Source: an optimization exercise on an open RTL-to-GDS flow (aim: small area and a short achievable clock period). Production flows keep margins and buffers that such runs may drop. In this exercise RTL edits were held to simulation tests only and were not proved equivalent to the original. No activity file was given, so power comes from the tool's default toggle rates.

$ cat design/flow/run.sh
#!/bin/bash
# synth_recipe.tcl (not shown) runs the flow's synth.tcl, then flattens the netlist and writes it again
# the make line also repeats each setting of config.mk as NAME=value (left out here)
make -C /OpenROAD-flow-scripts/flow DESIGN_CONFIG=/design/flow/config.mk WORK_HOME=/design/flow/orfs CLKGATE_MAP_FILE= SYNTH_SCRIPT=/design/flow/synth_recipe.tcl finish
$ cat design/flow/config.mk
export PLATFORM = sky130hd
export DESIGN_NAME = apb_mux_top
export DESIGN_NICKNAME = apb_mux_top
export VERILOG_FILES = /design/flow/design.v
export SDC_FILE = /design/flow/constraint.sdc
export NUM_CORES = 4
export LEC_CHECK = 0
export CAP_MARGIN = 20
export CORE_AREA = 10 10 550 550
export DIE_AREA = 0 0 560 560
export SLEW_MARGIN = 20
$ cat design/flow/constraint.sdc
create_clock -name core_clock -period 7.0 [get_ports {PCLK}]
set_input_delay 1.4000 -clock core_clock [delete_from_list [all_inputs] [get_ports {PCLK}]]
set_output_delay 1.4000 -clock core_clock [all_outputs]
set_load 0.01 [all_outputs]
$ cat design/flow/design.v
module apb_mux_top #(
    parameter NUM_APB_MASTERS = 16,
    parameter APB_ADDR_WIDTH  = 32,
    parameter APB_DATA_WIDTH  = 32,
    parameter APB_STRB_WIDTH  = APB_DATA_WIDTH/4
)(
    input                       PRESETn,
    input                       PCLK,
    input      [NUM_APB_MASTERS-1:0]                  PSEL_s,
    input      [NUM_APB_MASTERS*APB_ADDR_WIDTH-1:0]   PADDR_s,
    input      [NUM_APB_MASTERS-1:0]                  PWRITE_s,
    input      [NUM_APB_MASTERS*APB_DATA_WIDTH-1:0]   PWDATA_s,
    input      [NUM_APB_MASTERS-1:0]                  PENABLE_s,
    input      [NUM_APB_MASTERS*APB_STRB_WIDTH-1:0]   PSTRB_s,
    input      [NUM_APB_MASTERS*3-1:0]                PPROT_s,
    output reg [NUM_APB_MASTERS*APB_DATA_WIDTH-1:0]   PRDATA_s,
    output reg [NUM_APB_MASTERS-1:0]                  PREADY_s,
    output reg [NUM_APB_MASTERS-1:0]                  PSLVERR_s,
    output reg                      PSEL_m,
    output reg [APB_ADDR_WIDTH-1:0] PADDR_m,
    output reg                      PWRITE_m,
    output reg [APB_DATA_WIDTH-1:0] PWDATA_m,
    output reg                      PENABLE_m,
    output reg [APB_STRB_WIDTH-1:0] PSTRB_m,      
    output reg [2:0]                PPROT_m,      
    input      [APB_DATA_WIDTH-1:0] PRDATA_m,
    input                           PREADY_m,
    input                           PSLVERR_m
);
    localparam PTR_WIDTH = $clog2(NUM_APB_MASTERS);
    logic [PTR_WIDTH-1:0]              ptr;             
    logic [NUM_APB_MASTERS-1:0]        current_master; 
    logic [NUM_APB_MASTERS-1:0]        gnt;            
    logic [NUM_APB_MASTERS-1:0]        shift_req;
    logic [NUM_APB_MASTERS-1:0]        shift_gnt;
    logic [2*NUM_APB_MASTERS-1:0]      double_req, double_gnt;
    logic found;
    logic [NUM_APB_MASTERS-1:0] PSEL_packed;
    always_comb begin
        for (int i = 0; i < NUM_APB_MASTERS; i++) begin
            PSEL_packed[i] = PSEL_s[i];
        end
        double_req = {PSEL_packed, PSEL_packed} >> ptr;
        shift_req  = double_req[NUM_APB_MASTERS-1:0];
        shift_gnt = '0;
        found = 1'b0;
        for (int i = 0; i < NUM_APB_MASTERS; i++) begin
            if (shift_req[i] && !found) begin
                shift_gnt[i] = 1'b1;
                found = 1'b1;
            end else begin
                shift_gnt[i] = 1'b0;
            end
        end
        double_gnt = {shift_gnt, shift_gnt} << ptr;
        gnt        = double_gnt[2*NUM_APB_MASTERS-1:NUM_APB_MASTERS];
    end
    always_ff @(posedge PCLK or negedge PRESETn) begin
        if (!PRESETn)
            ptr <= '0;
        else if (|gnt) begin
            for (int i = 0; i < NUM_APB_MASTERS; i++) begin
                if (gnt[i]) begin
                    ptr <= (i == NUM_APB_MASTERS-1) ? '0 : i + 1;
                end
            end
        end
    end
    typedef enum logic [1:0] {
        IDLE   = 2'b00,
        SETUP  = 2'b01,
        ACCESS = 2'b10
    } state_t;
    state_t current_state, next_state;
    always_comb begin
        next_state = current_state;
        case (current_state)
            IDLE: begin
                if (|gnt)
                    next_state = SETUP;
            end
            SETUP: begin
                next_state = ACCESS;
            end
            ACCESS: begin
                if (PREADY_m)
                    next_state = IDLE;
            end
        endcase
    end
    always_ff @(posedge PCLK or negedge PRESETn) begin
        if (!PRESETn) begin
            current_state  <= IDLE;
            current_master <= '0;
        end else begin
            current_state <= next_state;
            if (current_state == IDLE && next_state == SETUP)
                current_master <= gnt;
            else if (current_state == ACCESS && PREADY_m)
                current_master <= '0;
        end
    end
    always_comb begin
        PSEL_m    = 1'b0;
        PADDR_m   = '0;
        PWRITE_m  = 1'b0;
        PWDATA_m  = '0;
        PENABLE_m = 1'b0;
        PSTRB_m   = 1'b0;
        PPROT_m   = 1'b0;
        if (current_state != IDLE) begin
            for (int i = 0; i < NUM_APB_MASTERS; i++) begin
                if (current_master[i]) begin
                    PSEL_m    = PSEL_s[i];
                    PADDR_m   = PADDR_s[i*APB_ADDR_WIDTH +: APB_ADDR_WIDTH];
                    PWRITE_m  = PWRITE_s[i];
                    PWDATA_m  = PWDATA_s[i*APB_DATA_WIDTH +: APB_DATA_WIDTH];
                    PENABLE_m = (current_state == ACCESS) ? PENABLE_s[i] : 1'b0;
                    PSTRB_m   = PSTRB_s[i*APB_STRB_WIDTH +: APB_STRB_WIDTH];
                    PPROT_m   = PPROT_s[i*3 +: 3];
                end
            end
        end
    end
    generate
        for (genvar i = 0; i < NUM_APB_MASTERS; i++) begin : master_resp_gen
            always_comb begin
                PRDATA_s[i*APB_DATA_WIDTH +: APB_DATA_WIDTH] = '0;
                PREADY_s[i]  = 1'b0;
                PSLVERR_s[i] = 1'b0;
                if (current_master[i] && current_state == ACCESS) begin
                    PRDATA_s[i*APB_DATA_WIDTH +: APB_DATA_WIDTH] = PRDATA_m;
                    PREADY_s[i]  = PREADY_m;
                    PSLVERR_s[i] = PSLVERR_m;
                end
            end
        end
    endgenerate
endmodule
==> summary.txt <==
-- final cells by class --
type                            instances  share of cell area, %
Clock buffer                            3                  0.170
Clock inverter                          1                 0.0680
Timing Repair Buffer                 2139                   48.1
Inverter                               92                  0.833
Sequential cell                        22                   1.37
Multi-Input combinational cell       2475                   38.1
Tap cell                             3900                   11.0
Antenna cell                           52                  0.295
-- power breakdown --
group / switching, mW / internal, mW / leakage (nW)
sequential: 0.506 / 0.188 / 0.255
combinational: 11.0 / 7.09 / 16.2
clock: 0.0462 / 0.114 / 0.0514
total: 11.5 / 7.40 / 16.6
-- synthesized netlist by cell type (16+ instances only) --
master      n  area share (%)
o211a_1    75             3.9
nor2_1    266             5.2
o31a_1     80             3.7
o31ai_1    79             3.1
nor3_1    161             4.2
mux4_2     23             2.7
a221oi_1  234              11
dfrtp_1    22             2.9
clkbuf_1  444             8.7
o211ai_1   16            0.63
nand3_1    16            0.42
a21oi_1   169             4.4
mux2_2     22             1.3
and3_1    546              18
mux2i_1    35             1.8
nand2_1   155             3.0
o22ai_1    87             2.8
nor2b_1    84             2.7
o311ai_0   82             3.8
inv_1      86             1.7
o21ai_0    35            0.92
a211oi_1  155             6.1
-- logic make-up after synthesis --
kind of cell    after synthesis
buf+inv                     559
compound gates             1108
simple gates               1285
flops                        22
mux                          82
-- how the worst max path moves through the flow --
stage	startpoint	end	slack, ns
6_report	PADDR_s[32]	PADDR_m[0]	0.22
5_1_grt	PWDATA_s[31]	PWDATA_m[31]	0.10
4_1_cts	PWDATA_s[63]	PWDATA_m[31]	0.1
3_5_place_dp	PWDATA_s[63]	PWDATA_m[31]	-0.25
3_3_place_gp	PWDATA_s[31]	PWDATA_m[31]	-0.29
2_1_floorplan	PSEL_s[2]	ptr[0]	2.06
-- what timing repair did --
| action | CTS | global route |
|---|---|---|
| hold endpoints to repair | 0 | 0 |
| resized for setup | 2 | 0 |
| setup endpoints to repair | 2 | 0 |
-- worst max-delay path: cells and delay by family --
kind | cells | cell delay (ns)
AND/OR/NAND/NOR | 2 | 0.95
AO/OA/AOI/OAI | 8 | 1.69
buffers and inverters | 3 | 1.35
-- state kept, by name, indices dropped and copies added (netlist names) --
name,cells
current_master,16
current_state,2
ptr,4
-- through the flow --
stage | area (um^2) | total power, mW
after floorplan | 19100 | 7.91
after global placement | 43900 | 19.5
after detailed placement | 43900 | 19.4
after CTS | 44000 | 19.7
after global routing | 44100 | 20.2
final | 44200 | 18.9
-- metal layers --
metal / vias to the layer above / global-route usage, % / part of all wire, %
li1: 15300 / - / -
met1: 17300 / 20.6 / 37
met2: 2443 / 33.0 / 50
met3: 422 / 4.52 / 8.1
met4: 36 / 7.31 / 4.5
met5: - / 0 / 0.073
==> summary.txt <==
Clock tree
  • CTS Sinks: 22
  • CTS Hold Bufs: 0
  • Post CTS Setup Buffer Count: 0
  • Later-pin clock latency in the skew report: approximately 0.26 ns
  • CTS tree: built
  • # H-tree levels: 1
  • Worst-path clk slew: around 0.06 ns
  • Root buf cell: clkbuf_16
  • Cts bufs inserted: 3
  • CTS Buffer Depth: 2

Setup path
  • Critical Path RT: approximately 5.6 ns
  • Peak fanout along the critical path: 1
  • CP cell instances: clkdlybuf4s50_1 -> a221oi_1 -> o311ai_0 -> o211a_1 -> a211oi_1 -> nor3_1 -> a211oi_1 -> o31ai_1 -> buf_4 -> a221oi_1 -> o31a_1 -> nor3_1 -> clkdlybuf4s50_1
  • R2r worst-path depth: 12
  • Reg-to-reg slack, setup: roughly 1.6 ns
  • Worst EP arrival: 5.38 ns
  • Critical path launch point type: input port
  • Setup CP Type: input port to output port
  • CP Capture Type: output port
  • FF-to-FF Start: ptr[1]
  • CP peak stage delay: about 0.83 ns
  • Worst reg2reg endpoint: current_master[1]
  • Slowest cell on crit path: nor3_1

Power and ir drop
  • Peak supply drop: ~0.45 mV
  • Power per cell area: about 430 nW/um^2
  • P_leak: roughly 17 nW

Timing
  • RSZ-0062 raised after global routing: no
  • Worst hold slack: between 0.6 and 0.7 ns
  • Max Slew Vio Count: 0
  • Fin. Hold Viols: 0
  • Slew Limit Headroom: 24.9%
  • Clock skew: roughly 0.0060 ns
  • Endpoints failing setup: 0
  • Max Fclk: 147 MHz
  • Setup tns final: 0 ns
  • Fin crit share: 96.9%
  • PnR worst setup slack: approximately 0.22 ns
  • Minimum clock period: slightly below 7 ns
  • Worst-Margin Slew: approximately 1.1 ns

Floorplanning
  • Rows: between 150 and 200
  • Die ar.: 314000 um^2
  • Die Span Y: 560 um
  • Core area: between 200000 and 300000 um^2
  • Ports: around 1.9k
  • Die Wd: between 500 and 600 um
  • Initial core utilization: under 10%

Place
  • Setup WS pre-CTS: -0.251 ns
  • Placed Cells: ~8.6k
  • Gp weighted congestion: 0.992
  • IO buf count: ~1.9k
  • Post-DP HPWL: between 200000 and 300000 um

Yosys
  • Fraction of registers with async set/reset: between 90% and 100%
  • Synthesized instance count: between 3k and 4k
  • Synth cell types: 75
  • Post-synth EDFFs: 0
  • Post-synth top flop: dfrtp_1
  • #FFs+latches synth: 22
  • Post-synthesis adder-cell area fraction: 0%
  • Post-Synth Simple-Gate Area: 35.7%
  • Seq/Total Area, Yosys: 2.88%
  • Syn Nets: between 4k and 5k
  • Post-synthesis mux area share: around 6%
  • Synthesized-area fraction occupied by ao, oa, aoi and oai cells: about 44%
  • Syn Std Cell Area: 19100 um^2
  • Synth Area in XOR/XNOR: 0%
  • Synth warnings: 1
  • Main combinational cell family by area after synthesis: compound AO/OA/AOI/OAI gates
  • Avg Cell Area, Syn: 6.26 um^2

Cells and area
  • Synth-to-layout area growth: 131%
  • Share of layout cells above drive strength 1: under 10%
  • Utilization after layout: about 15%
  • Multi-input gate area: about 17000 um^2
  • Final net count: 6017
  • Commonest non-fill, non-tap cell in the layout: clkdlybuf4s50_1
  • Filler Cell Count: ~33k
  • FF/Latch Area: between 600 and 700 um^2
  • Most frequent cells in the layout: 1882 x clkdlybuf4s50_1, 546 x and3_1, 264 x nor2_1, 234 x a221oi_1, 214 x buf_4
  • Non-Filler Instances: 8684

Routing
  • Wire per inst: 35.7 um
  • # DRC: 0
  • Initial drt markers: around 4.1k
  • 1st-pass router iterations: 6
  • Routed Antenna Nets: 0
  • Via Count: around 35k
  • WL final: around 310000 um
  • Vias/cell: 4.09

Global route
  • Number of global-route vias before repair: approximately 35k
  • Largest net degree at the start of global routing: between 200 and 250
  • Gr usage total: a little under a fifth
  • First-pass GRT wire length: slightly below 400000 um
  • Initial antenna violation count: ~120
  • GRT overflow: 0

Hold path
  • Hold path depth: 1
  • HP Class: flop to flop
  • Hold path startpoint: current_state[1]
  • Hold Path Sink: current_state[1]

Run
  • Max Cap Viol: 0

Status
  • Status: timing/DRC/antenna clean

re-timing with driven ports:
How much do the figures lean on ideal ports? The routed layout below was timed once more, with nothing changed but the port constraints. Step 1: set_driving_cell puts a clkbuf_16 on PCLK and a buf_2 on each other input, an assumption about the parent block. Step 2 also shifts input and output timing later by t, the mid clock arrival at the registers, as if the neighbouring blocks saw the same clock. a / b / c = no drivers / after step 1 / after step 2; a / b = the first two.
t, ns: 0.320
setup WS [ns]: 0.220 / 0.136 / 0.136
worst setup path at the end: input to output
latest minus earliest clock arrival (ns): 0.006 / 0.006
worst register clock-pin slew, ns: 0.06 / 0.06
After both steps this run still meets setup and hold. The setup slack of this run moves by -0.084 ns with the drivers and by -0.084 ns with both steps.
